This is an optimization exercise on Yosys and OpenROAD, whose aim is small area, not a production implementation.
Only simulation tests tie the RTL to the original design; equivalence was not proved.
Power is estimated from default activity; no workload was simulated.

==> design/flow/design.v <==
module koto_evt_ctrl(
  input  wire        clk,
  input  wire        reset,
  input  wire [15:0] din,
  input  wire [15:0] trig_in,
  input  wire [13:0] L1A_00, L1A_01, L1A_02, L1A_03,
  input  wire [13:0] L1A_04, L1A_05, L1A_06, L1A_07,
  input  wire [13:0] L1A_08, L1A_09, L1A_10, L1A_11,
  input  wire [13:0] L1A_12, L1A_13, L1A_14, L1A_15,
  input  wire        one_adc_finish_read,
  output wire [15:0] evt_rx_00, evt_rx_01, evt_rx_02, evt_rx_03,
  output wire [15:0] evt_rx_04, evt_rx_05, evt_rx_06, evt_rx_07,
  output wire [15:0] evt_rx_08, evt_rx_09, evt_rx_10, evt_rx_11,
  output wire [15:0] evt_rx_12, evt_rx_13, evt_rx_14, evt_rx_15,
  output wire        need_read,
  output wire        need_check,
  output wire [15:0] start_check,
  output wire        check_in_progress,
  output wire [1:0]  check_error,
  output wire [15:0] L1A_error,
  output wire        L1A_align,
  output wire        one_adc_finish_check,
  output wire [15:0] start_read,
  output wire [1:0]  tx_error,
  output wire [15:0] evt_tx
);
reg [15:0] rx [0:15];
reg        nr_prev_q;      
reg        up_prev_q;      
reg        tx_up_q;        
reg        rd_act_q;       
reg [3:0]  rd_idx_q;       
reg [15:0] tx_q;           
reg [1:0]  tx_err_q;
reg        ck_act_q;       
reg [3:0]  ck_idx_q;       
reg        ofc_q;          
reg        ck_err_q;       
reg        chk_err_q;      
wire [15:0] gt;
genvar gi, gb;
generate
  for (gi = 0; gi < 16; gi = gi + 1) begin : g_rx
    wire [16:0] cc;        
    wire [15:0] ic;        
    assign cc[0] = tx_up_q;
    for (gb = 0; gb < 16; gb = gb + 1) begin : g_b
      assign cc[gb+1] = (rx[gi][gb] & ~tx_q[gb]) | ((rx[gi][gb] | ~tx_q[gb]) & cc[gb]);
      if (gb == 0) begin : g_c0
        assign ic[gb] = din[gi];
      end else begin : g_cn
        assign ic[gb] = din[gi] & (&rx[gi][gb-1:0]);
      end
    end
    assign gt[gi] = cc[16];
    always @(posedge clk)
      if (reset) rx[gi] <= 16'd0;
      else       rx[gi] <= rx[gi] ^ ic[15:0];
  end
endgenerate
wire nr_q = (&gt) & ~(tx_up_q & ~(|tx_q));
wire nc_q = nr_q & (up_prev_q | ~nr_prev_q);
always @(posedge clk)
  if (reset) begin
    nr_prev_q <= 1'b0;
    up_prev_q <= 1'b0;
  end else begin
    nr_prev_q <= nr_q;
    up_prev_q <= tx_up_q;
  end
wire align_q = ofc_q & (&ck_idx_q);
wire rd_start = align_q & ~rd_act_q & nr_q;
wire rd_on    = rd_act_q | rd_start;
wire rd_adv   = one_adc_finish_read & rd_on;
wire rd_wrap  = rd_adv & (&rd_idx_q);
wire [15:0] tx_inc;
generate
  for (gb = 0; gb < 16; gb = gb + 1) begin : g_tx
    if (gb == 0) begin : g_c0
      assign tx_inc[gb] = rd_wrap;
    end else begin : g_cn
      assign tx_inc[gb] = rd_wrap & (&tx_q[gb-1:0]);
    end
  end
endgenerate
always @(posedge clk)
  if (reset) begin
    rd_act_q <= 1'b0;
    rd_idx_q <= 4'd0;
    tx_q     <= 16'd0;
    tx_err_q <= 2'b00;
    tx_up_q  <= 1'b0;
  end else begin
    rd_act_q <= rd_on & ~rd_wrap;
    rd_idx_q <= rd_idx_q + rd_adv;
    tx_q     <= tx_q ^ tx_inc;
    tx_err_q <= tx_err_q | {align_q & rd_act_q, align_q & ~rd_act_q & ~nr_q};
    tx_up_q  <= rd_wrap;
  end
wire [13:0] l1a [0:15];
assign l1a[0]  = L1A_00; assign l1a[1]  = L1A_01; assign l1a[2]  = L1A_02; assign l1a[3]  = L1A_03;
assign l1a[4]  = L1A_04; assign l1a[5]  = L1A_05; assign l1a[6]  = L1A_06; assign l1a[7]  = L1A_07;
assign l1a[8]  = L1A_08; assign l1a[9]  = L1A_09; assign l1a[10] = L1A_10; assign l1a[11] = L1A_11;
assign l1a[12] = L1A_12; assign l1a[13] = L1A_13; assign l1a[14] = L1A_14; assign l1a[15] = L1A_15;
wire [2:0]  ev_sel = ck_idx_q[3:1];                       
wire [2:0]  od_sel = ck_idx_q[3:1] - {2'b00, ~ck_idx_q[0]};  
wire [13:0] ev_l1a = l1a[{ev_sel, 1'b0}];
wire [13:0] od_l1a = l1a[{od_sel, 1'b1}];
wire        l1a_ok = (ev_l1a == od_l1a) | (ck_idx_q == 4'd0);
wire        ck_try = ck_act_q & ~ofc_q & trig_in[ck_idx_q];
wire        ck_pass = ck_try & l1a_ok;
wire        ck_fail = ck_try & ~l1a_ok;
always @(posedge clk)
  if (reset) begin
    ck_act_q  <= 1'b0;
    ck_idx_q  <= 4'd0;
    ofc_q     <= 1'b0;
    ck_err_q  <= 1'b0;
    chk_err_q <= 1'b0;
  end else begin
    ck_act_q  <= ck_act_q ? ~(ofc_q & (&ck_idx_q)) : nc_q;
    ck_idx_q  <= ck_idx_q + ofc_q;
    ofc_q     <= ck_pass;
    ck_err_q  <= ck_try ? ~l1a_ok : ck_err_q;
    chk_err_q <= chk_err_q | (nc_q & ck_act_q);
  end
wire [15:0] ck_dec = 16'd1 << ck_idx_q;
wire [15:0] rd_dec = 16'd1 << rd_idx_q;
assign evt_rx_00 = rx[0];  assign evt_rx_01 = rx[1];  assign evt_rx_02 = rx[2];  assign evt_rx_03 = rx[3];
assign evt_rx_04 = rx[4];  assign evt_rx_05 = rx[5];  assign evt_rx_06 = rx[6];  assign evt_rx_07 = rx[7];
assign evt_rx_08 = rx[8];  assign evt_rx_09 = rx[9];  assign evt_rx_10 = rx[10]; assign evt_rx_11 = rx[11];
assign evt_rx_12 = rx[12]; assign evt_rx_13 = rx[13]; assign evt_rx_14 = rx[14]; assign evt_rx_15 = rx[15];
assign need_read            = nr_q;
assign need_check           = nc_q;
assign start_check          = {ck_dec[15:1], ck_dec[0] & ck_act_q};
assign check_in_progress    = ck_act_q;
assign check_error          = {1'b0, chk_err_q};
assign L1A_error            = {ck_dec[15:1] & {15{ck_err_q}}, 1'b0};
assign L1A_align            = align_q;
assign one_adc_finish_check = ofc_q;
assign start_read           = {rd_dec[15:1], rd_dec[0] & rd_act_q};
assign tx_error             = tx_err_q;
assign evt_tx               = tx_q;
endmodule
==> design/flow/flow/run.sh <==
#!/bin/bash
# Standard ORFS layout (standard.sh) with three changes:
#  * synthesis maps the logic with an area-oriented ABC script (flow/area.abc),
#    through flow/synth_area.tcl, which otherwise runs synth_recipe.tcl as is;
#  * the port buffers use the smallest buffer cell;
#  * clock tree: clkbuf_8 buffers over clusters of up to 14 flip-flops,
#    without dummy loads.
# Each tool's output goes to standard.log; ORFS's own logs stay under orfs/logs.
set -euo pipefail
W=$(pwd)
export AREA_ABC_SCRIPT=$W/flow/area.abc
export FLOW_SYNTH_TCL=$W/synth_recipe.tcl
export BUFFER_PORTS_ARGS="-buffer_cell sky130_fd_sc_hd__buf_1"
export CTS_ARGS="-sink_clustering_enable -repair_clock_nets -dont_use_dummy_load -buf_list sky130_fd_sc_hd__clkbuf_8 -sink_clustering_size 14 -sink_clustering_max_diameter 45"
sed "s|SYNTH_SCRIPT=[^ ]*|SYNTH_SCRIPT=$W/flow/synth_area.tcl|" standard.sh > standard_area.sh
grep -q "SYNTH_SCRIPT=$W/flow/synth_area.tcl" standard_area.sh
bash standard_area.sh > standard.log 2>&1
==> design/flow/flow/area.abc <==
strash
&get -n
&fraig -x
&put
dc2
strash
&get -n
&dch -f
&nf -R 1000
&st
&syn2
&dch -f
&nf -R 1000
&st
&dch -f
&nf -R 1000 -C 32
&put
==> design/flow/flow/synth_area.tcl <==
# The standard flow's synthesis (synth_recipe.tcl, unchanged) with one difference: the
# combinational logic is mapped by ABC with an area-oriented script
# (area.abc) in place of ORFS's speed script. Registers are not touched.
set ::area_abc_script $::env(AREA_ABC_SCRIPT)
proc abc {args} {
  set i [lsearch -exact $args -script]
  if { $i >= 0 } {
    lset args [expr { $i + 1 }] $::area_abc_script
  }
  yosys abc {*}$args
}
source $::env(FLOW_SYNTH_TCL)
==> design/flow/standard.sh <==
#!/bin/bash
# synth_recipe.tcl (not shown) runs the flow's synth.tcl, then flattens the netlist and writes it again
# the make line also repeats each setting of config.mk as NAME=value (left out here)
make -C /OpenROAD-flow-scripts/flow DESIGN_CONFIG=/design/flow/config.mk WORK_HOME=/design/flow/orfs CLKGATE_MAP_FILE= SYNTH_SCRIPT=/design/flow/synth_recipe.tcl "${@:-finish}"
==> design/flow/config.mk <==
export PLATFORM = sky130hd
export DESIGN_NAME = koto_evt_ctrl
export DESIGN_NICKNAME = koto_evt_ctrl
export VERILOG_FILES = /design/flow/design.v
export SDC_FILE = /design/flow/constraint.sdc
export NUM_CORES = 4
export LEC_CHECK = 0
export CAP_MARGIN = 0
export CORE_AREA = 4 4 198 198
export DIE_AREA = 0 0 202 202
export GPL_TIMING_DRIVEN = 0
export SLEW_MARGIN = 0
==> design/flow/constraint.sdc <==
create_clock -name core_clock -period 10.0 [get_ports {clk}]
set_input_delay 2.0000 -clock core_clock [delete_from_list [all_inputs] [get_ports {clk}]]
set_output_delay 2.0000 -clock core_clock [all_outputs]
set_load 0.01 [all_outputs]
==> results of run 1 <==
## routing by layer
metal,part of all wire [%],global-route usage (%),up-vias
met2,44,49.43,704
met3,10,10.91,113
met1,42,41.10,8044
li1,-,-,8033
met4,3.7,10.03,2
met5,0.015,0,-
## cell families (layout without fill, tap and decap cells)
logic type               count (synthesis)  in the layout  synth area share, %
AO/OA/AOI/OAI                          705            705                32.63
XOR/XNOR                                36             36                2.168
adder cells (fa/ha/maj)                 31             31                2.616
buffers and inverters                   38            675                1.058
flip-flops                             290            290                39.92
other                                    1              5              0.02579
AND/OR/NAND/NOR                        597            597                21.59
## sequential cells by signal (all words and copies together), names as in the netlist
signal,flops
ck_act_q,1
tx_q,16
up_prev_q,1
rd_act_q,1
ofc_q,1
tx_err_q,2
rx,256
tx_up_q,1
ck_idx_q,4
chk_err_q,1
nr_prev_q,1
rd_idx_q,4
ck_err_q,1
## power breakdown
part / total [W] / switching, W / internal, W
registers: 0.00119 / 0.0000198 / 0.00117
logic: 0.000239 / 0.000126 / 0.000113
clock network: 0.000722 / 0.000410 / 0.000312
## synthesized netlist by cell type (all sizes together) (2+ instances only)
| library cell | number | area share, % |
|---|---|---|
| nand4 | 19 | 0.82 |
| nor4 | 5 | 0.22 |
| clkinv | 35 | 0.90 |
| o21bai | 3 | 0.15 |
| and2 | 72 | 3.1 |
| xor2 | 10 | 0.60 |
| a22oi | 98 | 5.1 |
| ha | 28 | 2.4 |
| buf | 3 | 0.15 |
| a22o | 7 | 0.42 |
| a222oi | 48 | 3.3 |
| and4 | 15 | 0.90 |
| a31oi | 19 | 0.82 |
| nor2b | 26 | 1.1 |
| o21a | 89 | 4.6 |
| o2bb2ai | 17 | 1.0 |
| o22ai | 77 | 3.3 |
| nand2 | 41 | 1.1 |
| xnor2 | 26 | 1.6 |
| a211oi | 3 | 0.15 |
| and3 | 101 | 4.3 |
| o21ai | 41 | 1.4 |
| nor3 | 172 | 5.9 |
| nand2b | 9 | 0.39 |
| o221ai | 16 | 0.96 |
| dfxtp | 290 | 40 |
| nor2 | 118 | 3.0 |
| a21oi | 227 | 7.8 |
| nand3 | 18 | 0.62 |
| o22a | 2 | 0.12 |
| maj3 | 3 | 0.21 |
| a221o | 9 | 0.62 |
| a21o | 11 | 0.57 |
| a2bb2oi | 7 | 0.42 |
| a221oi | 26 | 1.6 |
## stage by stage
stage | setup TNS [ps] | total power (W) | setup slack (ps) | hold slack (ps) | instance area [sq um]
floorplan | 0 | 0.001336 | 3998 | 438.0 | 14550
global placement | -497600 | 0.001455 | -2343 | 455.5 | 17370
detailed placement | 0 | 0.001449 | 2223 | 460.2 | 17620
CTS | 0 | 0.002165 | 2146 | 473.4 | 18100
global route | 0 | 0.002239 | 1303 | 498.7 | 18200
finish | 0 | 0.002149 | 2037 | 467.4 | 18200
## tightest hold or removal path, stage by stage, from the launching register on
cell and delay [ps]:
dfxtp_1 330, a21oi_1 40, nor2_1 70
## worst max path at each step
stage | start | end | slack (ps) | depth (start not counted)
final | tx_up_q$_SDFF_PP0_ | tx_q[15]$_SDFF_PP0_ | 2040 | 32
after CTS | tx_up_q$_SDFF_PP0_ | tx_q[15]$_SDFF_PP0_ | 2150 | 31
after global placement | reset | tx_up_q$_SDFF_PP0_ | -2340 | 2
after floorplan | tx_q[0]$_SDFF_PP0_ | tx_q[15]$_SDFF_PP0_ | 4000 | 31
after global routing | tx_up_q$_SDFF_PP0_ | tx_q[15]$_SDFF_PP0_ | 1300 | 32
after detailed placement | tx_up_q$_SDFF_PP0_ | tx_q[15]$_SDFF_PP0_ | 2220 | 31
## cell type report
cell class | count | area, sq um
sequential | 290 | 5806
timing repair buffer | 602 | 2502
multi-input combinational | 1371 | 8622
buffer | 3 | 22.52
antenna | 3 | 7.507
inverter | 35 | 131.4
fill | 3772 | 18670
tap | 504 | 630.6
clock buffer | 35 | 481.7
==> impl_metrics.csv, run 1 <==
group,metric,value,unit
grt,grt_use_total,31.59,%
cts,clk_pin_slew_worst_paths,80,ps
synth,syn_inst,1698,
placement,io_buffer_count,585,
cts,h-tree-depth,2,
worst_hold_path,min_from,"tx_err_q[1]$_SDFF_PP0_",
run_status,status,"timing/DRC/antenna clean",
drt,via_count,16900,
die,die_w,202,um
cts,clockBufferDepth,3,
flow_run,maxCapViolCount,0,
cts,cts_setup_buffers,0,
sta,period_minus_slack,7963,ps
drt,drtIter0Drc,1461,
drt,via_per_inst,5.943,
pwr,p_leak,6.430,nW
cts,cts_buffers,35,
drt,wl_per_cell,24.12,um
drt,finalWirelength,68.59,mm
placement,dp.final_hpwl,53.02,mm
setup_path,cp_max_fo,16,
synth,postSynthAreaPerCell,8.565,sq um
die,num_io_pins,588,
final_layout,layout_commonest_cell,"buf_1",
setup_path,slowest_delay,960,ps
sta,drv_slew,0,
setup_path,worst-r2r-setup-slack,2040,ps
die,start_util,39.44,%
worst_hold_path,holdPathEnd,"tx_err_q[1]$_SDFF_PP0_",
setup_path,arrival,8410,ps
sta,max_freq,125.6,MHz
setup_path,slowest_stage,"nand2b_1",
final_layout,syn2layout_area_growth,25.17,%
setup_path,r2r_start,"tx_up_q$_SDFF_PP0_",
grt,grt_start_max_net_pins,52,
synth,synth_area,0.01454,sq mm
setup_path,criticalPathCategory,"flop to flop",
synth,ys.flop_type,"dfxtp_1",
setup_path,cp-start-kind,"flop",
sta,finalCritPeriodShare,79.63,%
sta,setup_viol,0,
grt,grt_pass1_vias,15340,
drt,ant_nets,0,
final_layout,drive_gt1_share,2.740,%
cts,holdBufCountCts,0,
setup_path,worst_ep_required_time,10440,ps
cts,cts_tree,"done",
die,die_area,0.04080,sq mm
grt,antenna_found_initial,6,
pwr,p_per_area,118.0,mW/mm^2
placement,dpl.cell_count,2801,
pwr,vdd_drop_max,0.1038,mV
worst_hold_path,holdCritPathClass,"flop to flop",
synth,ys_seq_area_share,39.92,%
setup_path,r2r_cells,32,
die,rows,70,
die,core,0.03687,sq mm
sta,rsz0062_at_grt,"no",
placement,place.gp.congestion,0.9743,
cts,root_buffer,"clkbuf_8",
cts,cts_sinks,290,
setup_path,reg2reg_to,"tx_q[15]$_SDFF_PP0_",
grt,overflow,0,
cts,cts_resized,0,
drt,drc,0,
synth,ys_seq_elements,290,
synth,synthArstFlopShare,0,%
grt,grt_pass1_wl,99.84,mm
sta,relSlewSlack,9.610,%
sta,finClkSkew,58.90,ps
synth,yosysUniqueCellTypes,42,
drt,drt_first_pass_iters,9,
synth,ys_warn_count,2,
setup_path,cp_top_family,"simple AND/OR/NAND/NOR gates",
final_layout,fin_util,49.37,%
die,fp.dieH,202,um
final_layout,finalNonFillerCells,2843,
sta,hold_viol,0,
cts,clock_latency,570,ps
sta,worst_slew_pin_slew,1351,ps
setup_path,endpoint_kind,"flop",
setup_path,crit_buf_inv,0,
synth,synth-edff-count,0,
worst_hold_path,holdPathStages,2,
final_layout,nNetsFinal,2625,
final_layout,mostFrequentLayoutCells,"584 x buf_1, 290 x dfxtp_1, 227 x a21oi_1, 166 x nor3_1, 117 x nor2_1",
==> inputs of run 2 (changes only) <==
--- a/design/flow/flow/run.sh
+++ b/design/flow/flow/run.sh
@@ -12,4 +12,5 @@
 export FLOW_SYNTH_TCL=$W/synth_recipe.tcl
 export BUFFER_PORTS_ARGS="-buffer_cell sky130_fd_sc_hd__buf_1"
+export DONT_USE_CELLS="sky130_fd_sc_hd__buf_6 sky130_fd_sc_hd__buf_8 sky130_fd_sc_hd__buf_12 sky130_fd_sc_hd__buf_16 sky130_fd_sc_hd__bufbuf_8 sky130_fd_sc_hd__bufbuf_16"
 export CTS_ARGS="-sink_clustering_enable -repair_clock_nets -dont_use_dummy_load -buf_list sky130_fd_sc_hd__clkbuf_8 -sink_clustering_size 14 -sink_clustering_max_diameter 45"
 sed "s|SYNTH_SCRIPT=[^ ]*|SYNTH_SCRIPT=$W/flow/synth_area.tcl|" standard.sh > standard_area.sh
==> impl_metrics.csv, run 2 <==
group,metric,value,unit
grt,antenna_found_initial,6,
final_layout,nFillCells,3772,
synth,ys_seq_area_share,39.92,%
drt,finalWirelength,68.59,mm
final_layout,regMostFlops,"rx",
cts,h-tree-depth,2,
setup_path,cp_max_fo,16,
drt,via_count,16900,
placement,io_buffer_count,585,
drt,drc,0,
pwr,p_per_area,118.0,mW/mm^2
cts,clockBufferDepth,3,
final_layout,finalNonFillerCells,2843,
die,core,0.03687,sq mm
synth,yosysUniqueCellTypes,42,
grt,grt_start_max_net_pins,52,
grt,grt_use_total,31.59,%
synth,synthTopCellsByArea,"dfxtp_1 40%, a21oi_1 7.8%, nor3_1 5.9%",
placement,post_dp_cell_area,0.01762,sq mm
placement,place.gp.congestion,0.9743,
die,fp.dieH,202,um
synth,ys_warn_count,2,
final_layout,regArea,0.005806,sq mm
setup_path,arrival,8410,ps
cts,cts_buffers,35,
drt,drt_first_pass_iters,9,
final_layout,mostFrequentLayoutCells,"584 x buf_1, 290 x dfxtp_1, 227 x a21oi_1, 166 x nor3_1, 117 x nor2_1",
synth,synth_commonest_cells,"290 x dfxtp_1, 227 x a21oi_1, 172 x nor3_1",
synth,synth_top_area_share,39.92,%
synth,synth_area,0.01454,sq mm
worst_hold_path,holdCritPathClass,"flop to flop",
final_layout,nNetsFinal,2625,
synth,synth_top_area_cell,"dfxtp_1",
placement,dpl.cell_count,2801,
setup_path,cp_top_family,"simple AND/OR/NAND/NOR gates",
synth,syn_inst,1698,
pwr,vdd_drop_max,0.1038,mV
setup_path,slowest_delay,960,ps
run_status,status,"timing/DRC/antenna clean",
final_layout,syn2layout_area_growth,25.17,%
pwr,p_leak,6.430,nW
cts,cts_setup_buffers,0,
cts,cts_tree,"done",
sta,finalCritPeriodShare,79.63,%
sta,finClkSkew,58.90,ps
placement,dp.final_hpwl,53.02,mm
grt,overflow,0,
synth,synth-edff-count,0,
synth,ys_seq_elements,290,
drt,wl_per_cell,24.12,um
drt,ant_nets,0,
sta,setup_viol,0,
die,start_util,39.44,%
setup_path,crit_buf_inv,0,
die,num_io_pins,588,
sta,max_freq,125.6,MHz
synth,postSynthAreaPerCell,8.565,sq um
sta,drv_slew,0,
setup_path,worst_ep_required_time,10440,ps
final_layout,largest_reg_flops,256,
setup_path,criticalPathCategory,"flop to flop",
cts,root_buffer,"clkbuf_8",
synth,synth_most_common_cell,"dfxtp_1",
cts,cts_sinks,290,
die,rows,70,
sta,hold_viol,0,
synth,synthArstFlopShare,0,%
setup_path,endpoint_kind,"flop",
final_layout,top_regs,"rx (256), tx_q (16)",
setup_path,cp-start-kind,"flop",
cts,clock_latency,570,ps
flow_run,maxCapViolCount,0,
final_layout,multi_input_area,0.008622,sq mm
sta,period_minus_slack,7963,ps
final_layout,finalInstanceArea,0.01820,sq mm
cts,holdBufCountCts,0,
sta,rsz0062_at_grt,"no",
setup_path,slowest_stage,"nand2b_1",
final_layout,layout_commonest_cell,"buf_1",
sta,worst_slew_pin_slew,1351,ps
drt,via_per_inst,5.943,
grt,grt_pass1_wl,99.84,mm
cts,cts_resized,0,
pwr,fin_total_pwr,0.002149,W
sta,relSlewSlack,9.610,%
final_layout,drive_gt1_share,2.740,%
drt,drtIter0Drc,1461,
synth,ys.flop_type,"dfxtp_1",
cts,clk_pin_slew_worst_paths,80,ps
die,die_w,202,um
grt,grt_pass1_vias,15340,
die,die_area,0.04080,sq mm
[run 2: cell counts in the layout (fill, tap and decap cells not counted)]
Identical to the previous run, type by type.
[run 2: worst register-to-register path: cells and delay by family, from the launching register on]
kind / cells / cell delay, ps
and+or+nand+nor: 16 / 4830
xor gates and xnor gates: 1 / 170
AOI/OAI and AO/OA: 13 / 2060
DFF: 1 / 340
adders and majority gates: 2 / 440
[run 2: per-layer routing]
| layer | track usage [%] | up-vias | wire length, um |
|---|---|---|---|
| li1 | - | 8033 | - |
| met5 | 0 | - | 10 |
| met3 | 10.91 | 113 | 7101 |
| met2 | 49.43 | 704 | 30060 |
| met1 | 41.10 | 8044 | 28850 |
| met4 | 10.03 | 2 | 2559 |
[run 2: path summary, 6_finish.rpt]
path	from	endpoint	slack (ps)	cells after the start
worst max register to register	tx_up_q$_SDFF_PP0_	tx_q[15]$_SDFF_PP0_	2040	32
worst max-delay path	tx_up_q$_SDFF_PP0_	tx_q[15]$_SDFF_PP0_	2040	32
worst min register to register	tx_err_q[1]$_SDFF_PP0_	tx_err_q[1]$_SDFF_PP0_	470	2
worst min-delay path	tx_err_q[1]$_SDFF_PP0_	tx_err_q[1]$_SDFF_PP0_	470	2
[run 2: logic make-up after synthesis]
logic type / after synthesis / share of synthesized area, %
xor gates and xnor gates: 36 / 2.168
AOI/OAI and AO/OA: 705 / 32.63
buffers and inverters: 38 / 1.058
and+or+nand+nor: 597 / 21.59
DFF: 290 / 39.92
adders and majority gates: 31 / 2.616
other: 1 / 0.02579
[run 2: stage by stage]
stage	TNS, ps	worst slack [ps]	hold WS (ps)	util, %
after floorplan	0	3998	438.0	-
after global placement	-497600	-2343	455.5	47.12
after detailed placement	0	2223	460.2	47.79
after CTS	0	2146	473.4	49.10
after global routing	0	1303	498.7	49.36
final	0	2037	467.4	49.37
[run 2: area by class of cell]
| cell class | instances | share of cell area (%) |
|---|---|---|
| antenna | 3 | 0.04124 |
| buffer | 3 | 0.1237 |
| clock buffer | 35 | 2.646 |
| inverter | 35 | 0.7217 |
| multi-input combinational | 1371 | 47.36 |
| sequential | 290 | 31.89 |
| tap | 504 | 3.464 |
| timing repair buffer | 602 | 13.75 |
[run 2: power by group]
part           switching (W)  total (W)  internal [W]  leakage (nW)
Combinational       0.000126   0.000239      0.000113          3.84
Clock               0.000410   0.000722      0.000312         0.252
Sequential         0.0000198    0.00119       0.00117          2.34
==> inputs of run 3 (changes only) <==
--- a/design/flow/design.v
+++ b/design/flow/design.v
@@ -54,7 +54,7 @@
     end
     assign gt[gi] = cc[16];
+    wire [16:0] icx = {din[gi] & (&rx[gi]), ic};
     always @(posedge clk)
-      if (reset) rx[gi] <= 16'd0;
-      else       rx[gi] <= rx[gi] ^ ic[15:0];
+      rx[gi] <= (rx[gi] | icx[15:0]) & ~({16{reset}} | icx[16:1]);
   end
 endgenerate
@@ -74,5 +74,5 @@
 wire rd_adv   = one_adc_finish_read & rd_on;
 wire rd_wrap  = rd_adv & (&rd_idx_q);
-wire [15:0] tx_inc;
+wire [16:0] tx_inc;
 generate
   for (gb = 0; gb < 16; gb = gb + 1) begin : g_tx
@@ -84,9 +84,11 @@
   end
 endgenerate
+assign tx_inc[16] = rd_wrap & (&tx_q);
+always @(posedge clk)
+  tx_q <= (tx_q | tx_inc[15:0]) & ~({16{reset}} | tx_inc[16:1]);
 always @(posedge clk)
   if (reset) begin
     rd_act_q <= 1'b0;
     rd_idx_q <= 4'd0;
-    tx_q     <= 16'd0;
     tx_err_q <= 2'b00;
     tx_up_q  <= 1'b0;
@@ -94,5 +96,4 @@
     rd_act_q <= rd_on & ~rd_wrap;
     rd_idx_q <= rd_idx_q + rd_adv;
-    tx_q     <= tx_q ^ tx_inc;
     tx_err_q <= tx_err_q | {align_q & rd_act_q, align_q & ~rd_act_q & ~nr_q};
     tx_up_q  <= rd_wrap;
==> design/flow/flow/run.sh (replaced) <==
#!/bin/bash
# Standard ORFS layout (standard.sh) with these changes:
#  * synthesis maps the logic with an area-oriented ABC script (flow/area.abc)
#    and without ha/fa extraction, through flow/synth_area.tcl, which otherwise
#    runs synth_recipe.tcl as is;
#  * the port buffers use the smallest buffer cell;
#  * clock tree: clkbuf_8 buffers over clusters of up to 14 flip-flops,
#    without dummy loads.
# Each tool's output goes to standard.log; ORFS's own logs stay under orfs/logs.
set -euo pipefail
W=$(pwd)
export AREA_ABC_SCRIPT=$W/flow/area.abc
export FLOW_SYNTH_TCL=$W/synth_recipe.tcl
export BUFFER_PORTS_ARGS="-buffer_cell sky130_fd_sc_hd__buf_1"
export CTS_ARGS="-sink_clustering_enable -repair_clock_nets -dont_use_dummy_load -buf_list sky130_fd_sc_hd__clkbuf_8 -sink_clustering_size 14 -sink_clustering_max_diameter 45"
sed "s|SYNTH_SCRIPT=[^ ]*|SYNTH_SCRIPT=$W/flow/synth_area.tcl|" standard.sh > standard_area.sh
grep -q "SYNTH_SCRIPT=$W/flow/synth_area.tcl" standard_area.sh
bash standard_area.sh > standard.log 2>&1
==> design/flow/flow/synth_area.tcl (replaced) <==
# The standard flow's synthesis (synth_recipe.tcl, unchanged) with two differences in how
# the combinational logic is mapped; registers are not touched:
#  * ABC runs an area-oriented script (area.abc) in place of ORFS's speed script;
#  * half/full adders are not extracted into ha/fa cells first, so ABC maps
#    the adder logic with the rest.
set ::area_abc_script $::env(AREA_ABC_SCRIPT)
proc abc {args} {
  set i [lsearch -exact $args -script]
  if { $i >= 0 } {
    lset args [expr { $i + 1 }] $::area_abc_script
  }
  yosys abc {*}$args
}
proc extract_fa {args} {
  puts "extract_fa skipped"
}
source $::env(FLOW_SYNTH_TCL)
==> impl_metrics.csv, run 3 <==
group,metric,value,unit
synth,synth-edff-count,0,
sta,relSlewSlack,9.686,%
cts,root_buffer,"clkbuf_8",
final_layout,nNetsFinal,2594,
cts,cts_setup_buffers,0,
setup_path,slowest_stage,"nand2b_1",
synth,ys_seq_area_share,40.81,%
sta,finClkSkew,77.04,ps
final_layout,layout_commonest_cell,"buf_1",
grt,grt_pass1_wl,99.31,mm
setup_path,cp-startpoint,"tx_up_q$_SDFF_PP0_",
grt,grt_use_total,31.76,%
cts,h-tree-depth,2,
cts,holdBufCountCts,0,
cts,clock_latency,600,ps
flow_run,maxCapViolCount,0,
die,num_io_pins,588,
run_status,status,"timing/DRC/antenna clean",
placement,dpl.cell_count,2799,
drt,via_per_inst,5.980,
sta,period_minus_slack,7992,ps
placement,dp.final_hpwl,54.35,mm
grt,grt_pass1_vias,15570,
cts,clockBufferDepth,3,
synth,synthMuxAreaShare,0,%
die,start_util,38.58,%
synth,synth_top_area_cell,"dfxtp_1",
grt,grt_start_max_net_pins,46,
drt,finalWirelength,69.20,mm
final_layout,regMostFlops,"rx",
synth,yosys.area_share.adder,0,%
pwr,pwr-share-clk,35.1,%
synth,ys.flop_type,"dfxtp_1",
synth,synthTopCellsByArea,"dfxtp_1 41%, a21oi_1 9.1%, nor3_1 6.8%",
drt,via_count,16990,
synth,postSynthAreaPerCell,8.378,sq um
cts,cts_buffers,38,
drt,drt_first_pass_iters,8,
sta,hold_viol,0,
final_layout,drive_gt1_share,2.743,%
synth,ys_warn_count,2,
final_layout,finalNonFillerCells,2842,
drt,drc,0,
setup_path,endpoint_kind,"output port",
setup_path,arrival,5990,ps
setup_path,cp-start-kind,"flop",
grt,overflow,0,
setup_path,slowest_delay,720,ps
synth,ys_seq_elements,290,
sta,max_freq,125.1,MHz
final_layout,top_regs,"rx (256), tx_q (16)",
final_layout,syn2layout_area_growth,25.46,%
synth,synth_top_family_by_area,"compound AO/OA/AOI/OAI gates",
final_layout,mostFrequentLayoutCells,"584 x buf_1, 290 x dfxtp_1, 260 x a21oi_1, 194 x nor3_1, 124 x nor2_1",
sta,drv_slew,0,
pwr,p_per_area,120.1,mW/mm^2
setup_path,cp_cell_sequence,"nand2b_1 -> o221ai_1 -> a2bb2oi_1 -> a21oi_1 -> o21a_1 -> o2bb2ai_1 -> o21ai_0 -> a21oi_1 -> a221oi_1 -> o21ai_0 -> a222oi_1 -> o2bb2ai_1 -> o21ai_0 -> or4b_1 -> nor4_1 -> nand3_1 -> a21oi_1 -> buf_1",
sta,finalCritPeriodShare,79.92,%
sta,whs,465.3,ps
setup_path,worst_ep_required_time,8000,ps
cts,cts_resized,0,
sta,worst_slew_pin_slew,1350,ps
setup_path,cp_max_fo,16,
grt,antenna_found_initial,7,
synth,synth_area,0.01423,sq mm
die,fp.dieH,202,um
drt,drtIter0Drc,1618,
setup_path,cp_top_family,"compound AO/OA/AOI/OAI gates",
setup_path,r2r_start,"tx_up_q$_SDFF_PP0_",
synth,synth_top_area_share,40.81,%
final_layout,nFillCells,3788,
synth,synth-compound-area-share,35.34,%
final_layout,regArea,0.005806,sq mm
drt,ant_nets,0,
worst_hold_path,holdCritPathClass,"flop to flop",
cts,clk_pin_slew_worst_paths,60,ps
synth,yosysUniqueCellTypes,38,
synth,synthArstFlopShare,0,%
pwr,p_leak,6.266,nW
pwr,vdd_drop_max,0.09596,mV
die,core,0.03687,sq mm
cts,cts_tree,"done",
sta,setup_viol,0,
setup_path,reg2reg_to,"tx_q[15]$_DFF_P_",
sta,rsz0062_at_grt,"no",
die,die_w,202,um
setup_path,crit_end,"need_check",
setup_path,criticalPathCategory,"flop to output port",
pwr,p_seq_share,55.1,%
synth,synth_most_common_cell,"dfxtp_1",
placement,place.gp.congestion,1.033,
final_layout,multi_input_area,0.008343,sq mm
synth,syn_inst,1698,
pwr,net-switching-power,0.0005482,W
die,rows,70,
die,die_area,0.04080,sq mm
synth,synthXorXnorAreaFrac,0.7388,%
final_layout,fin_util,48.41,%
synth,synth-simple-area-share,22.22,%
setup_path,crit_buf_inv,1,
pwr,switching_share,25.58,%
setup_path,r2r_cells,29,
placement,io_buffer_count,585,
final_layout,largest_reg_flops,256,
setup_path,cp.depth,18,
drt,wl_per_cell,24.35,um
synth,synth_commonest_cells,"290 x dfxtp_1, 260 x a21oi_1, 194 x nor3_1",
pwr,combPwrFrac,9.8,%
cts,cts_sinks,290,
setup_path,worst-r2r-setup-slack,2180,ps
pwr,internal_power,0.001595,W
## run 3: power groups by stage
stage	Clock [W]	Combinational [W]	Sequential, W
2_1_floorplan	0	0.0000903	0.00121
3_3_place_gp	0	0.000214	0.00120
3_5_place_dp	0	0.000208	0.00121
4_1_cts	0.000773	0.000210	0.00118
5_1_grt	0.000826	0.000230	0.00118
6_report	0.000752	0.000211	0.00118
## run 3: worst min-delay path by stage
stage	to	slack [ps]	depth (start not counted)	from
2_1_floorplan	chk_err_q$_SDFF_PP0_	440	2	chk_err_q$_SDFF_PP0_
3_3_place_gp	tx_err_q[0]$_SDFF_PP0_	450	2	tx_err_q[0]$_SDFF_PP0_
3_5_place_dp	tx_err_q[1]$_SDFF_PP0_	450	2	tx_err_q[1]$_SDFF_PP0_
4_1_cts	tx_err_q[1]$_SDFF_PP0_	470	2	tx_err_q[1]$_SDFF_PP0_
5_1_grt	tx_err_q[1]$_SDFF_PP0_	490	2	tx_err_q[1]$_SDFF_PP0_
6_report	tx_err_q[1]$_SDFF_PP0_	470	2	tx_err_q[1]$_SDFF_PP0_
## run 3: metrics by stage
step,TNS [ps],setup WS [ps],instance area (sq um),total power [W]
floorplan,0,4283,14230,0.001298
global route,0,1626,17850,0.002238
CTS,0,2009,17840,0.002162
detailed placement,0,2288,17310,0.001414
global placement,-485740,-1989,17060,0.001418
finish,0,2008,17850,0.002143
## run 3: layout make-up
class / count / share of cell area, %
multi-input combinational: 1379 / 46.74
tap: 504 / 3.533
timing repair buffer: 596 / 13.50
sequential: 290 / 32.53
buffer: 3 / 0.1262
inverter: 27 / 0.5678
clock buffer: 38 / 2.930
antenna: 5 / 0.07010
## run 3: cells by family (layout without fill, tap and decap cells)
family	after synthesis	count (layout)
xor+xnor	12	12
other cells	1	7
flops	290	290
simple gates	613	613
buf+inv	30	664
compound gates	752	752
## run 3: metal layers
metal	global-route usage (%)	vias up	routed length [um]
li1	-	8055	-
met1	35.64	8060	25650
met2	54.30	737	33230
met3	10.20	140	6518
met4	15.84	2	3796
met5	0	-	7
## run 3: worst register-to-register path, delay by kind of cell (launching register included)
family	cells	cell delay [ps]
compound gates	13	2520
flops	1	340
simple gates	15	4670
buf+inv	1	150
==> inputs of run 4 (changes only) <==
--- a/design/flow/flow/run.sh
+++ b/design/flow/flow/run.sh
@@ -5,4 +5,6 @@
 #    runs synth_recipe.tcl as is;
 #  * the port buffers use the smallest buffer cell;
+#  * the large buffers (buf_6 and up) are added to the platform's don't-use
+#    list, so high-fanout nets get trees of small buffers;
 #  * clock tree: clkbuf_8 buffers over clusters of up to 14 flip-flops,
 #    without dummy loads.
@@ -14,5 +16,8 @@
 export BUFFER_PORTS_ARGS="-buffer_cell sky130_fd_sc_hd__buf_1"
 export CTS_ARGS="-sink_clustering_enable -repair_clock_nets -dont_use_dummy_load -buf_list sky130_fd_sc_hd__clkbuf_8 -sink_clustering_size 14 -sink_clustering_max_diameter 45"
-sed "s|SYNTH_SCRIPT=[^ ]*|SYNTH_SCRIPT=$W/flow/synth_area.tcl|" standard.sh > standard_area.sh
+# the platform's don't-use cells, then the large buffers
+DU="sky130_fd_sc_hd__probe_p_8 sky130_fd_sc_hd__probec_p_8 sky130_fd_sc_hd__lpflow_bleeder_1 sky130_fd_sc_hd__lpflow_clkbufkapwr_1 sky130_fd_sc_hd__lpflow_clkbufkapwr_16 sky130_fd_sc_hd__lpflow_clkbufkapwr_2 sky130_fd_sc_hd__lpflow_clkbufkapwr_4 sky130_fd_sc_hd__lpflow_clkbufkapwr_8 sky130_fd_sc_hd__lpflow_clkinvkapwr_1 sky130_fd_sc_hd__lpflow_clkinvkapwr_16 sky130_fd_sc_hd__lpflow_clkinvkapwr_2 sky130_fd_sc_hd__lpflow_clkinvkapwr_4 sky130_fd_sc_hd__lpflow_clkinvkapwr_8 sky130_fd_sc_hd__lpflow_decapkapwr_12 sky130_fd_sc_hd__lpflow_decapkapwr_3 sky130_fd_sc_hd__lpflow_decapkapwr_4 sky130_fd_sc_hd__lpflow_decapkapwr_6 sky130_fd_sc_hd__lpflow_decapkapwr_8 sky130_fd_sc_hd__lpflow_inputiso0n_1 sky130_fd_sc_hd__lpflow_inputiso0p_1 sky130_fd_sc_hd__lpflow_inputiso1n_1 sky130_fd_sc_hd__lpflow_inputiso1p_1 sky130_fd_sc_hd__lpflow_inputisolatch_1 sky130_fd_sc_hd__lpflow_isobufsrc_1 sky130_fd_sc_hd__lpflow_isobufsrc_16 sky130_fd_sc_hd__lpflow_isobufsrc_2 sky130_fd_sc_hd__lpflow_isobufsrc_4 sky130_fd_sc_hd__lpflow_isobufsrc_8 sky130_fd_sc_hd__lpflow_isobufsrckapwr_16 sky130_fd_sc_hd__lpflow_lsbuf_lh_hl_isowell_tap_1 sky130_fd_sc_hd__lpflow_lsbuf_lh_hl_isowell_tap_2 sky130_fd_sc_hd__lpflow_lsbuf_lh_hl_isowell_tap_4 sky130_fd_sc_hd__lpflow_lsbuf_lh_isowell_4 sky130_fd_sc_hd__lpflow_lsbuf_lh_isowell_tap_1 sky130_fd_sc_hd__lpflow_lsbuf_lh_isowell_tap_2 sky130_fd_sc_hd__lpflow_lsbuf_lh_isowell_tap_4 sky130_fd_sc_hd__buf_6 sky130_fd_sc_hd__buf_8 sky130_fd_sc_hd__buf_12 sky130_fd_sc_hd__buf_16 sky130_fd_sc_hd__bufbuf_8 sky130_fd_sc_hd__bufbuf_16"
+sed "s|SYNTH_SCRIPT=[^ ]*|SYNTH_SCRIPT=$W/flow/synth_area.tcl|; s|\"\${@:-finish}\"|DONT_USE_CELLS=\"$DU\" \"\${@:-finish}\"|" standard.sh > standard_area.sh
+grep -q "DONT_USE_CELLS=" standard_area.sh
 grep -q "SYNTH_SCRIPT=$W/flow/synth_area.tcl" standard_area.sh
 bash standard_area.sh > standard.log 2>&1
==> impl_metrics.csv, run 4 <==
group,metric,value,unit
die,fp.dieH,202,um
synth,synth_top_area_cell,"dfxtp_1",
synth,synth_area,0.01423,sq mm
cts,root_buffer,"clkbuf_8",
cts,cts_buffers,38,
synth,synth_most_common_cell,"dfxtp_1",
pwr,p_seq_share,55.4,%
pwr,combPwrFrac,9.7,%
grt,grt_pass1_wl,99.37,mm
synth,synth-simple-area-share,22.22,%
setup_path,cp_top_family,"compound AO/OA/AOI/OAI gates",
die,die_area,0.04080,sq mm
drt,finalWirelength,69.23,mm
placement,place.gp.congestion,1.033,
grt,overflow,0,
cts,cts_resized,0,
sta,setup_viol,0,
cts,cts_sinks,290,
grt,antenna_found_initial,5,
setup_path,arrival,6100,ps
synth,syn_inst,1698,
synth,synth_top_family_by_area,"compound AO/OA/AOI/OAI gates",
final_layout,largest_reg_flops,256,
worst_hold_path,holdPathStages,2,
pwr,vdd_drop_max,0.09543,mV
synth,synth_commonest_cells,"290 x dfxtp_1, 260 x a21oi_1, 194 x nor3_1",
setup_path,cp.depth,18,
sta,relSlewSlack,7.287,%
run_status,status,"timing/DRC/antenna clean",
pwr,switching_share,25.34,%
drt,ant_nets,0,
setup_path,cp_cell_sequence,"nand2b_1 -> o221ai_1 -> a2bb2oi_1 -> a21oi_1 -> o21a_1 -> o2bb2ai_1 -> o21ai_0 -> a21oi_1 -> a221oi_1 -> o21ai_0 -> a222oi_1 -> o2bb2ai_1 -> o21ai_0 -> or4b_1 -> nor4_1 -> nand3_1 -> a21oi_1 -> buf_1",
worst_hold_path,holdCritPathClass,"flop to flop",
final_layout,layout_commonest_cell,"buf_1",
sta,rsz0062_at_grt,"no",
grt,grt_use_total,31.73,%
final_layout,regMostFlops,"rx",
synth,yosys.area_share.adder,0,%
synth,ys_warn_count,2,
placement,io_buffer_count,585,
synth,postSynthAreaPerCell,8.378,sq um
setup_path,endpoint_kind,"output port",
synth,yosysUniqueCellTypes,38,
setup_path,cp-start-kind,"flop",
pwr,p_per_area,120.3,mW/mm^2
setup_path,crit_buf_inv,1,
die,start_util,38.58,%
setup_path,cp_max_fo,16,
synth,ys.flop_type,"dfxtp_1",
drt,wl_per_cell,24.36,um
synth,synthArstFlopShare,0,%
placement,dp.final_hpwl,54.36,mm
cts,clock_latency,580,ps
pwr,p_leak,6.220,nW
synth,synth-compound-area-share,35.34,%
pwr,net-switching-power,0.0005397,W
grt,grt_pass1_vias,15520,
cts,cts_tree,"done",
cts,cts_setup_buffers,0,
cts,clk_pin_slew_worst_paths,70,ps
cts,clockBufferDepth,3,
sta,worst_slew_pin_slew,1386,ps
setup_path,slowest_stage,"nand2b_1",
final_layout,fin_util,48.04,%
cts,h-tree-depth,2,
drt,drtIter0Drc,1509,
setup_path,slowest_delay,780,ps
pwr,internal_power,0.001590,W
die,die_w,202,um
sta,finalCritPeriodShare,81.04,%
setup_path,criticalPathCategory,"flop to output port",
synth,synth-edff-count,0,
die,rows,70,
final_layout,mostFrequentLayoutCells,"584 x buf_1, 290 x dfxtp_1, 260 x a21oi_1, 194 x nor3_1, 124 x nor2_1",
synth,synthMuxAreaShare,0,%
drt,drt_first_pass_iters,9,
sta,period_minus_slack,8104,ps
sta,drv_slew,0,
synth,synthTopCellsByArea,"dfxtp_1 41%, a21oi_1 9.1%, nor3_1 6.8%",
drt,via_count,17000,
sta,hold_viol,0,
setup_path,worst_ep_required_time,8000,ps
grt,grt_start_max_net_pins,46,
die,core,0.03687,sq mm
drt,via_per_inst,5.981,
synth,synthXorXnorAreaFrac,0.7388,%
flow_run,maxCapViolCount,0,
sta,finClkSkew,80.56,ps
pwr,pwr-share-clk,34.9,%
synth,ys_seq_elements,290,
setup_path,r2r_cells,29,
final_layout,drive_gt1_share,2.743,%
drt,drc,0,
synth,ys_seq_area_share,40.81,%
pwr,fin_total_pwr,0.002130,W
sta,max_freq,123.4,MHz
cts,holdBufCountCts,0,
final_layout,top_regs,"rx (256), tx_q (16)",
die,num_io_pins,588,
synth,synth_top_area_share,40.81,%
final_layout,nNetsFinal,2594,
final_layout,syn2layout_area_growth,24.51,%
## run 4: cell count changes in the layout (fill, tap and decap cells not counted)
cell,previous run,this run
buf_6,2,0
buf_8,1,0
buf_2,1,3
buf_12,6,0
buf_4,3,12
buf_16,2,0
## run 4: stage by stage
step                      instance area (sq um)  setup slack [ps]  std cells  hold slack, ps  TNS, ps
after floorplan                           14230              4283       1699           438.0        0
final                                     17710              1896       2842           468.3        0
after CTS                                 17700              1993       2837           465.2        0
after global routing                      17710              1525       2840           488.6        0
after detailed placement                  17180              2204       2799           454.5        0
after global placement                    17060             -1989       2788           449.9  -485740
## run 4: final timing paths
kind / start / endpoint / slack, ps
worst min-delay path: tx_err_q[1]$_SDFF_PP0_ / tx_err_q[1]$_SDFF_PP0_ / 470
worst max register to register: tx_up_q$_SDFF_PP0_ / tx_q[15]$_DFF_P_ / 2000
worst max-delay path: tx_up_q$_SDFF_PP0_ / need_check / 1900
worst min register to register: tx_err_q[1]$_SDFF_PP0_ / tx_err_q[1]$_SDFF_PP0_ / 470
## run 4: routing by layer
metal	GRT usage, %	part of all wire [%]	up-vias
li1	-	-	8052
met1	36.87	38	8141
met2	54.74	49	669
met3	8.295	7.9	135
met4	14.62	5.2	2
met5	0	0.010	-
## run 4: worst reg2reg max path: cells and delay by family, from the launching register on
family,cells,cell delay [ps]
AND/OR/NAND/NOR,15,4810
buffers and inverters,1,150
AO/OA/AOI/OAI,13,2550
flip-flops,1,360
## run 4: cell families (layout without fill, tap and decap cells)
family,after synthesis,after routing
AOI/OAI and AO/OA,752,752
xor gates and xnor gates,12,12
buffers and inverters,30,664
DFF,290,290
other,1,7
and+or+nand+nor,613,613
## run 4: cell type report
type,instances,area (sq um)
Tap cell,504,630.6
Clock buffer,38,523.0
Fill cell,3862,19160
Timing Repair Buffer,596,2275
Buffer,3,22.52
Sequential cell,290,5806
Multi-Input combinational cell,1379,8343
Inverter,27,101.3
Antenna cell,5,12.51
## run 4: power by group through the flow
stage          logic (W)  clock network (W)  registers [W]
2_1_floorplan  0.0000903                  0        0.00121
3_3_place_gp    0.000214                  0        0.00120
3_5_place_dp    0.000203                  0        0.00121
4_1_cts         0.000205           0.000770        0.00118
5_1_grt         0.000225           0.000816        0.00118
6_report        0.000206           0.000744        0.00118
==> inputs of run 5 (changes only) <==
--- a/design/flow/flow/run.sh
+++ b/design/flow/flow/run.sh
@@ -15,5 +15,5 @@
 export FLOW_SYNTH_TCL=$W/synth_recipe.tcl
 export BUFFER_PORTS_ARGS="-buffer_cell sky130_fd_sc_hd__buf_1"
-export CTS_ARGS="-sink_clustering_enable -repair_clock_nets -dont_use_dummy_load -buf_list sky130_fd_sc_hd__clkbuf_8 -sink_clustering_size 14 -sink_clustering_max_diameter 45"
+export CTS_ARGS="-sink_clustering_enable -repair_clock_nets -dont_use_dummy_load -buf_list sky130_fd_sc_hd__clkbuf_4 -sink_clustering_size 9 -sink_clustering_max_diameter 50"
 # the platform's don't-use cells, then the large buffers
 DU="sky130_fd_sc_hd__probe_p_8 sky130_fd_sc_hd__probec_p_8 sky130_fd_sc_hd__lpflow_bleeder_1 sky130_fd_sc_hd__lpflow_clkbufkapwr_1 sky130_fd_sc_hd__lpflow_clkbufkapwr_16 sky130_fd_sc_hd__lpflow_clkbufkapwr_2 sky130_fd_sc_hd__lpflow_clkbufkapwr_4 sky130_fd_sc_hd__lpflow_clkbufkapwr_8 sky130_fd_sc_hd__lpflow_clkinvkapwr_1 sky130_fd_sc_hd__lpflow_clkinvkapwr_16 sky130_fd_sc_hd__lpflow_clkinvkapwr_2 sky130_fd_sc_hd__lpflow_clkinvkapwr_4 sky130_fd_sc_hd__lpflow_clkinvkapwr_8 sky130_fd_sc_hd__lpflow_decapkapwr_12 sky130_fd_sc_hd__lpflow_decapkapwr_3 sky130_fd_sc_hd__lpflow_decapkapwr_4 sky130_fd_sc_hd__lpflow_decapkapwr_6 sky130_fd_sc_hd__lpflow_decapkapwr_8 sky130_fd_sc_hd__lpflow_inputiso0n_1 sky130_fd_sc_hd__lpflow_inputiso0p_1 sky130_fd_sc_hd__lpflow_inputiso1n_1 sky130_fd_sc_hd__lpflow_inputiso1p_1 sky130_fd_sc_hd__lpflow_inputisolatch_1 sky130_fd_sc_hd__lpflow_isobufsrc_1 sky130_fd_sc_hd__lpflow_isobufsrc_16 sky130_fd_sc_hd__lpflow_isobufsrc_2 sky130_fd_sc_hd__lpflow_isobufsrc_4 sky130_fd_sc_hd__lpflow_isobufsrc_8 sky130_fd_sc_hd__lpflow_isobufsrckapwr_16 sky130_fd_sc_hd__lpflow_lsbuf_lh_hl_isowell_tap_1 sky130_fd_sc_hd__lpflow_lsbuf_lh_hl_isowell_tap_2 sky130_fd_sc_hd__lpflow_lsbuf_lh_hl_isowell_tap_4 sky130_fd_sc_hd__lpflow_lsbuf_lh_isowell_4 sky130_fd_sc_hd__lpflow_lsbuf_lh_isowell_tap_1 sky130_fd_sc_hd__lpflow_lsbuf_lh_isowell_tap_2 sky130_fd_sc_hd__lpflow_lsbuf_lh_isowell_tap_4 sky130_fd_sc_hd__buf_6 sky130_fd_sc_hd__buf_8 sky130_fd_sc_hd__buf_12 sky130_fd_sc_hd__buf_16 sky130_fd_sc_hd__bufbuf_8 sky130_fd_sc_hd__bufbuf_16"
==> impl_metrics.csv, run 5 <==
group,metric,value,unit
setup_path,cp_top_family,"compound AO/OA/AOI/OAI gates",
setup_path,arrival,6260,ps
die,num_io_pins,588,
setup_path,crit_buf_inv,1,
synth,synth-compound-area-share,35.34,%
cts,cts_resized,0,
sta,max_freq,121.1,MHz
pwr,vdd_drop_max,0.09720,mV
synth,synth_most_common_cell,"dfxtp_1",
synth,synth_top_area_share,40.81,%
cts,root_buffer,"clkbuf_4",
sta,finalCritPeriodShare,82.60,%
cts,h-tree-depth,2,
synth,synth_commonest_cells,"290 x dfxtp_1, 260 x a21oi_1, 194 x nor3_1",
synth,postSynthAreaPerCell,8.378,sq um
pwr,p_seq_share,59.9,%
cts,clockBufferDepth,3,
setup_path,r2r_start,"tx_up_q$_SDFF_PP0_",
final_layout,mostFrequentLayoutCells,"584 x buf_1, 290 x dfxtp_1, 260 x a21oi_1, 194 x nor3_1, 124 x nor2_1",
placement,dp.final_hpwl,54.36,mm
final_layout,largest_reg_flops,256,
setup_path,worst_ep_required_time,8000,ps
final_layout,regMostFlops,"rx",
synth,yosysUniqueCellTypes,38,
drt,drtIter0Drc,1517,
setup_path,cp-start-kind,"flop",
grt,grt_start_max_net_pins,46,
setup_path,slowest_delay,800,ps
synth,yosys.area_share.adder,0,%
drt,ant_nets,0,
pwr,p_leak,6.136,nW
synth,syn_inst,1698,
synth,synth-edff-count,0,
synth,synth_top_area_cell,"dfxtp_1",
setup_path,worst-r2r-setup-slack,2020,ps
drt,drt_first_pass_iters,8,
setup_path,reg2reg_to,"tx_q[15]$_DFF_P_",
sta,period_minus_slack,8260,ps
setup_path,r2r_cells,29,
sta,hold_viol,0,
sta,finClkSkew,135.1,ps
cts,clk_pin_slew_worst_paths,100,ps
worst_hold_path,holdPathStages,2,
sta,finalWorstSetupSlack,1740,ps
setup_path,endpoint_kind,"output port",
run_status,status,"timing/DRC/antenna clean",
synth,synth_area,0.01423,sq mm
grt,overflow,0,
cts,cts_buffers,41,
setup_path,criticalPathCategory,"flop to output port",
drt,via_count,17090,
setup_path,slowest_stage,"nand2b_1",
flow_run,maxCapViolCount,0,
die,die_area,0.04080,sq mm
final_layout,layout_commonest_cell,"buf_1",
synth,synthTopCellsByArea,"dfxtp_1 41%, a21oi_1 9.1%, nor3_1 6.8%",
synth,ys_seq_area_share,40.81,%
cts,clock_latency,710,ps
synth,ys_seq_elements,290,
grt,grt_pass1_wl,99.53,mm
pwr,net-switching-power,0.0005285,W
synth,synthMuxAreaShare,0,%
final_layout,syn2layout_area_growth,23.02,%
die,start_util,38.58,%
synth,synthXorXnorAreaFrac,0.7388,%
setup_path,cp_cell_sequence,"nand2b_1 -> o221ai_1 -> a2bb2oi_1 -> a21oi_1 -> o21a_1 -> o2bb2ai_1 -> o21ai_0 -> a21oi_1 -> a221oi_1 -> o21ai_0 -> a222oi_1 -> o2bb2ai_1 -> o21ai_0 -> or4b_1 -> nor4_1 -> nand3_1 -> a21oi_1 -> buf_1",
grt,antenna_found_initial,7,
pwr,pwr-share-clk,29.7,%
grt,grt_use_total,31.79,%
pwr,switching_share,26.84,%
drt,drc,0,
synth,synthArstFlopShare,0,%
worst_hold_path,min_from,"tx_err_q[1]$_SDFF_PP0_",
synth,synth_top_family_by_area,"compound AO/OA/AOI/OAI gates",
die,rows,70,
placement,io_buffer_count,585,
pwr,internal_power,0.001441,W
synth,ys.flop_type,"dfxtp_1",
worst_hold_path,holdCritPathClass,"flop to flop",
sta,worst_slew_pin_slew,1393,ps
placement,place_worst_setup_slack,2204,ps
drt,finalWirelength,69.25,mm
drt,wl_per_cell,24.33,um
cts,cts_sinks,290,
worst_hold_path,holdPathEnd,"tx_err_q[1]$_SDFF_PP0_",
placement,place.gp.congestion,1.033,
grt,grt_pass1_vias,15560,
cts,holdBufCountCts,0,
pwr,p_per_area,112.5,mW/mm^2
die,core,0.03687,sq mm
setup_path,cp_max_fo,16,
sta,whs,466.0,ps
cts,cts_setup_buffers,0,
cts,cts_tree,"done",
drt,via_per_inst,6.004,
final_layout,top_regs,"rx (256), tx_q (16)",
final_layout,drive_gt1_share,2.868,%
final_layout,fin_util,47.46,%
sta,tns,0,ps
die,die_w,202,um
pwr,combPwrFrac,10.4,%
synth,synth-simple-area-share,22.22,%
final_layout,nNetsFinal,2597,
synth,ys_warn_count,2,
sta,relSlewSlack,6.801,%
sta,rsz0062_at_grt,"no",
sta,setup_viol,0,
die,fp.dieH,202,um
sta,drv_slew,0,
run 5: cell counts after synthesis:
Identical to the previous run, type by type.
run 5: worst register-to-register path, delay by kind of cell, from the launching register on:
family          cells  cell delay (ps)
compound gates     13             2550
buf+inv             1              140
flops               1              370
simple gates       15             4790
run 5: cell families after synthesis:
logic type             count (synthesis)
flip-flops                           290
other                                  1
XOR/XNOR                              12
buffers and inverters                 30
AND/OR/NAND/NOR                      613
AO/OA/AOI/OAI                        752
run 5: layer usage:
layer / share of wire [%] / global-route usage, %
met2: 48 / 54.90
met5: 0.010 / 0
met3: 8.2 / 8.455
met4: 5.3 / 14.11
met1: 38 / 37.03
run 5: worst max-delay path by stage:
| stage | from | end | slack [ps] | depth (start not counted) |
|---|---|---|---|---|
| 6_report | tx_up_q$_SDFF_PP0_ | need_check | 1740 | 18 |
| 5_1_grt | tx_up_q$_SDFF_PP0_ | need_check | 1410 | 18 |
| 4_1_cts | tx_up_q$_SDFF_PP0_ | need_check | 1780 | 18 |
| 3_5_place_dp | tx_up_q$_SDFF_PP0_ | tx_q[15]$_DFF_P_ | 2200 | 29 |
| 3_3_place_gp | reset | rx[13][14]$_DFF_P_ | -1990 | 3 |
| 2_1_floorplan | tx_q[0]$_DFF_P_ | tx_q[15]$_DFF_P_ | 4280 | 29 |
run 5: power groups by stage:
stage / registers [W] / clock network [W] / logic [W]
floorplan: 0.00121 / 0 / 0.0000903
global placement: 0.00120 / 0 / 0.000214
detailed placement: 0.00121 / 0 / 0.000203
CTS: 0.00118 / 0.000607 / 0.000205
global route: 0.00118 / 0.000653 / 0.000225
finish: 0.00118 / 0.000584 / 0.000206
run 5: area by class of cell:
type,instances,area (sq um)
fillers,3897,19370
multi-input cells,1379,8343
flip-flops and latches,290,5806
repair buffers,596,2275
well taps,504,630.6
clock buffers,41,307.8
inverters,27,101.3
plain buffers,3,22.52
diodes,6,15.01
run 5: metrics by stage:
stage	area (sq um)	power, W	std cells
global route	17500	0.002060	2844
CTS	17490	0.001991	2840
floorplan	14230	0.001298	1699
global placement	17060	0.001418	2788
finish	17500	0.001969	2846
detailed placement	17180	0.001409	2799
==> inputs of run 6 (changes only) <==
--- a/design/flow/flow/run.sh
+++ b/design/flow/flow/run.sh
@@ -15,5 +15,5 @@
 export FLOW_SYNTH_TCL=$W/synth_recipe.tcl
 export BUFFER_PORTS_ARGS="-buffer_cell sky130_fd_sc_hd__buf_1"
-export CTS_ARGS="-sink_clustering_enable -repair_clock_nets -dont_use_dummy_load -buf_list sky130_fd_sc_hd__clkbuf_4 -sink_clustering_size 9 -sink_clustering_max_diameter 50"
+export CTS_ARGS="-sink_clustering_enable -repair_clock_nets -dont_use_dummy_load -buf_list sky130_fd_sc_hd__clkbuf_2 -sink_clustering_size 6 -sink_clustering_max_diameter 30"
 # the platform's don't-use cells, then the large buffers
 DU="sky130_fd_sc_hd__probe_p_8 sky130_fd_sc_hd__probec_p_8 sky130_fd_sc_hd__lpflow_bleeder_1 sky130_fd_sc_hd__lpflow_clkbufkapwr_1 sky130_fd_sc_hd__lpflow_clkbufkapwr_16 sky130_fd_sc_hd__lpflow_clkbufkapwr_2 sky130_fd_sc_hd__lpflow_clkbufkapwr_4 sky130_fd_sc_hd__lpflow_clkbufkapwr_8 sky130_fd_sc_hd__lpflow_clkinvkapwr_1 sky130_fd_sc_hd__lpflow_clkinvkapwr_16 sky130_fd_sc_hd__lpflow_clkinvkapwr_2 sky130_fd_sc_hd__lpflow_clkinvkapwr_4 sky130_fd_sc_hd__lpflow_clkinvkapwr_8 sky130_fd_sc_hd__lpflow_decapkapwr_12 sky130_fd_sc_hd__lpflow_decapkapwr_3 sky130_fd_sc_hd__lpflow_decapkapwr_4 sky130_fd_sc_hd__lpflow_decapkapwr_6 sky130_fd_sc_hd__lpflow_decapkapwr_8 sky130_fd_sc_hd__lpflow_inputiso0n_1 sky130_fd_sc_hd__lpflow_inputiso0p_1 sky130_fd_sc_hd__lpflow_inputiso1n_1 sky130_fd_sc_hd__lpflow_inputiso1p_1 sky130_fd_sc_hd__lpflow_inputisolatch_1 sky130_fd_sc_hd__lpflow_isobufsrc_1 sky130_fd_sc_hd__lpflow_isobufsrc_16 sky130_fd_sc_hd__lpflow_isobufsrc_2 sky130_fd_sc_hd__lpflow_isobufsrc_4 sky130_fd_sc_hd__lpflow_isobufsrc_8 sky130_fd_sc_hd__lpflow_isobufsrckapwr_16 sky130_fd_sc_hd__lpflow_lsbuf_lh_hl_isowell_tap_1 sky130_fd_sc_hd__lpflow_lsbuf_lh_hl_isowell_tap_2 sky130_fd_sc_hd__lpflow_lsbuf_lh_hl_isowell_tap_4 sky130_fd_sc_hd__lpflow_lsbuf_lh_isowell_4 sky130_fd_sc_hd__lpflow_lsbuf_lh_isowell_tap_1 sky130_fd_sc_hd__lpflow_lsbuf_lh_isowell_tap_2 sky130_fd_sc_hd__lpflow_lsbuf_lh_isowell_tap_4 sky130_fd_sc_hd__buf_6 sky130_fd_sc_hd__buf_8 sky130_fd_sc_hd__buf_12 sky130_fd_sc_hd__buf_16 sky130_fd_sc_hd__bufbuf_8 sky130_fd_sc_hd__bufbuf_16"
==> impl_metrics.csv, run 6 <==
group,metric,value,unit
run_status,status,"timing/DRC/antenna clean",
synth,ys_warn_count,2,
synth,synth_area,0.01423,sq mm
setup_path,crit_end,"need_check",
final_layout,drive_gt1_share,4.262,%
die,rows,70,
drt,drc,0,
setup_path,arrival,6280,ps
sta,rsz0062_at_grt,"no",
pwr,switching_share,28.09,%
sta,finClkSkew,148.1,ps
die,die_w,202,um
sta,relSlewSlack,6.621,%
setup_path,r2r_start,"tx_up_q$_SDFF_PP0_",
final_layout,syn2layout_area_growth,23.53,%
pwr,combPwrFrac,10.2,%
die,die_area,0.04080,sq mm
final_layout,largest_reg_flops,256,
cts,cts_buffers,75,
sta,finalCritPeriodShare,82.83,%
setup_path,cp-startpoint,"tx_up_q$_SDFF_PP0_",
synth,ys.flop_type,"dfxtp_1",
grt,grt-busiest-layer,"met2",
synth,synth_most_common_cell,"dfxtp_1",
grt,grt_pass1_vias,15880,
cts,holdBufCountCts,0,
cts,cts_setup_buffers,0,
sta,period_minus_slack,8283,ps
cts,clock_latency,900,ps
cts,cts_resized,0,
synth,synth-edff-count,0,
synth,ys_seq_elements,290,
die,num_io_pins,588,
grt,grt_use_total,31.94,%
final_layout,top_regs,"rx (256), tx_q (16)",
placement,io_buffer_count,585,
cts,clk_pin_slew_worst_paths,70,ps
drt,drtIter0Drc,1404,
sta,setup_viol,0,
die,start_util,38.58,%
sta,hold_viol,0,
placement,dp.final_hpwl,54.36,mm
pwr,p_seq_share,58.6,%
grt,met2_usage,54.54,%
synth,synthTopCellsByArea,"dfxtp_1 41%, a21oi_1 9.1%, nor3_1 6.8%",
setup_path,r2r_cells,29,
pwr,p_leak,6.259,nW
synth,ys_seq_area_share,40.81,%
synth,synthArstFlopShare,0,%
worst_hold_path,holdCritPathClass,"flop to flop",
grt,overflow,0,
synth,syn_inst,1698,
cts,h-tree-depth,3,
setup_path,criticalPathCategory,"flop to output port",
final_layout,nFillCells,3893,
pwr,pwr-share-clk,31.1,%
synth,synth_top_area_share,40.81,%
grt,antenna_found_initial,5,
sta,max_freq,120.7,MHz
final_layout,regMostFlops,"rx",
pwr,p_per_area,114.5,mW/mm^2
setup_path,reg2reg_to,"tx_q[15]$_DFF_P_",
pwr,vdd_drop_max,0.07054,mV
setup_path,cp_max_fo,16,
drt,finalWirelength,69.47,mm
drt,drt_first_pass_iters,14,
setup_path,worst_ep_required_time,8000,ps
synth,yosysUniqueCellTypes,38,
grt,gr-usage-met3,8.872,%
sta,worst_slew_pin_slew,1396,ps
grt,grt_start_max_net_pins,46,
grt,grtUsageMet1,36.76,%
placement,dpl.cell_count,2799,
cts,root_buffer,"clkbuf_2",
final_layout,finalNonFillerCells,2882,
flow_run,maxCapViolCount,0,
setup_path,cp-start-kind,"flop",
pwr,net-switching-power,0.0005650,W
grt,grt_pass1_wl,99.93,mm
die,core,0.03687,sq mm
die,fp.dieH,202,um
final_layout,mostFrequentLayoutCells,"584 x buf_1, 290 x dfxtp_1, 260 x a21oi_1, 194 x nor3_1, 124 x nor2_1",
synth,synth_top_area_cell,"dfxtp_1",
drt,ant_nets,0,
cts,clockBufferDepth,3,
final_layout,layout_commonest_cell,"buf_1",
drt,via_per_inst,5.960,
placement,place.gp.congestion,1.033,
synth,synth_commonest_cells,"290 x dfxtp_1, 260 x a21oi_1, 194 x nor3_1",
cts,cts_tree,"done",
drt,wl_per_cell,24.10,um
setup_path,endpoint_kind,"output port",
synth,postSynthAreaPerCell,8.378,sq um
pwr,fin_total_pwr,0.002012,W
drt,via_count,17180,
cts,cts_sinks,290,
final_layout,nNetsFinal,2631,
pwr,internal_power,0.001447,W
setup_path,worst-r2r-setup-slack,2140,ps
sta,drv_slew,0,
-- run 6: worst min-delay path by stage --
stage	from	endpoint	slack (ps)	cells after the start
final	tx_err_q[1]$_SDFF_PP0_	tx_err_q[1]$_SDFF_PP0_	470	2
after global routing	tx_up_q$_SDFF_PP0_	up_prev_q$_SDFF_PP0_	480	1
after detailed placement	tx_err_q[1]$_SDFF_PP0_	tx_err_q[1]$_SDFF_PP0_	450	2
after floorplan	chk_err_q$_SDFF_PP0_	chk_err_q$_SDFF_PP0_	440	2
after global placement	tx_err_q[0]$_SDFF_PP0_	tx_err_q[0]$_SDFF_PP0_	450	2
after CTS	tx_err_q[1]$_SDFF_PP0_	tx_err_q[1]$_SDFF_PP0_	470	2
-- run 6: cell type report --
cell class / count / area, sq um / area share (%)
antenna: 8 / 20.02 / 0.1139
buffer: 3 / 22.52 / 0.1282
clock buffer: 75 / 375.4 / 2.136
inverter: 27 / 101.3 / 0.5767
multi-input combinational: 1379 / 8343 / 47.48
sequential: 290 / 5806 / 33.04
tap: 504 / 630.6 / 3.588
timing repair buffer: 596 / 2275 / 12.94
-- run 6: per-stage QoR --
step / setup slack (ps) / cell area [sq um] / hold WS [ps] / utilization [%] / setup TNS, ps
4_1_cts: 1680 / 17550 / 467.3 / 47.60 / 0
6_report: 1717 / 17570 / 466.2 / 47.66 / 0
3_5_place_dp: 2204 / 17180 / 454.5 / 46.59 / 0
5_1_grt: 1308 / 17560 / 484.6 / 47.63 / 0
2_1_floorplan: 4283 / 14230 / 438.0 / - / 0
3_3_place_gp: -1989 / 17060 / 449.9 / 46.26 / -485740
-- run 6: cells by family after synthesis --
logic type	count (synthesis)	share of synthesized area, %
AO/OA/AOI/OAI	752	35.34
other	1	0.02636
XOR/XNOR	12	0.7389
buffers and inverters	30	0.8707
flip-flops	290	40.81
AND/OR/NAND/NOR	613	22.22
-- run 6: power by group through the flow --
| stage | clock network (W) | logic [W] | registers [W] |
|---|---|---|---|
| floorplan | 0 | 0.0000903 | 0.00121 |
| finish | 0.000626 | 0.000206 | 0.00118 |
| CTS | 0.000655 | 0.000205 | 0.00118 |
| global route | 0.000709 | 0.000225 | 0.00118 |
| global placement | 0 | 0.000214 | 0.00120 |
| detailed placement | 0 | 0.000203 | 0.00121 |
-- run 6: routing by layer --
layer  share of wire (%)  up-vias
met4                 5.5        0
met1                  38     8155
met3                 8.3      159
met5                   0        -
li1                    -     8135
met2                  48      728
-- run 6: critical path, stage by stage (launching register included) --
cell,delay (ps)
dfxtp_1,350
nand2b_1,770
o221ai_1,260
a2bb2oi_1,200
a21oi_1,70
o21a_1,240
o2bb2ai_1,280
o21ai_0,150
a21oi_1,170
a221oi_1,70
o21ai_0,270
a222oi_1,120
o2bb2ai_1,460
o21ai_0,140
or4b_1,600
nor4_1,320
nand3_1,360
a21oi_1,360
buf_1,250

==> static timing again, ports no longer ideal <==
In the flow no input, the clock included, has a driving cell. The finished layouts below were timed again as built, in two steps. Step 1, drivers: a clkbuf_16 drives clk and a buf_2 each remaining input, both assumed. Step 2 times the ports against the registers' clock, not the clock port: input delays grow and output delays shrink by t, the midpoint of the rising clock arrivals with the driver on. a / b / c = ideal ports / drivers / drivers and shift; a / b = the first two.
run	t, ns	setup WS [ns]	latest minus earliest clock arrival (ns)
run 1	0.588	2.037 / 1.996 / 2.037	0.059 / 0.059
run 2	0.588	2.037 / 1.996 / 2.037	0.059 / 0.059
run 3	0.611	2.008 / 1.957 / 2.176	0.077 / 0.077
run 4	0.596	1.896 / 1.845 / 1.998	0.081 / 0.080
run 5	0.700	1.740 / 1.691 / 2.021	0.142 / 0.142
run 6	0.869	1.717 / 1.669 / 2.142	0.162 / 0.161
After both steps every run listed still meets setup and hold.
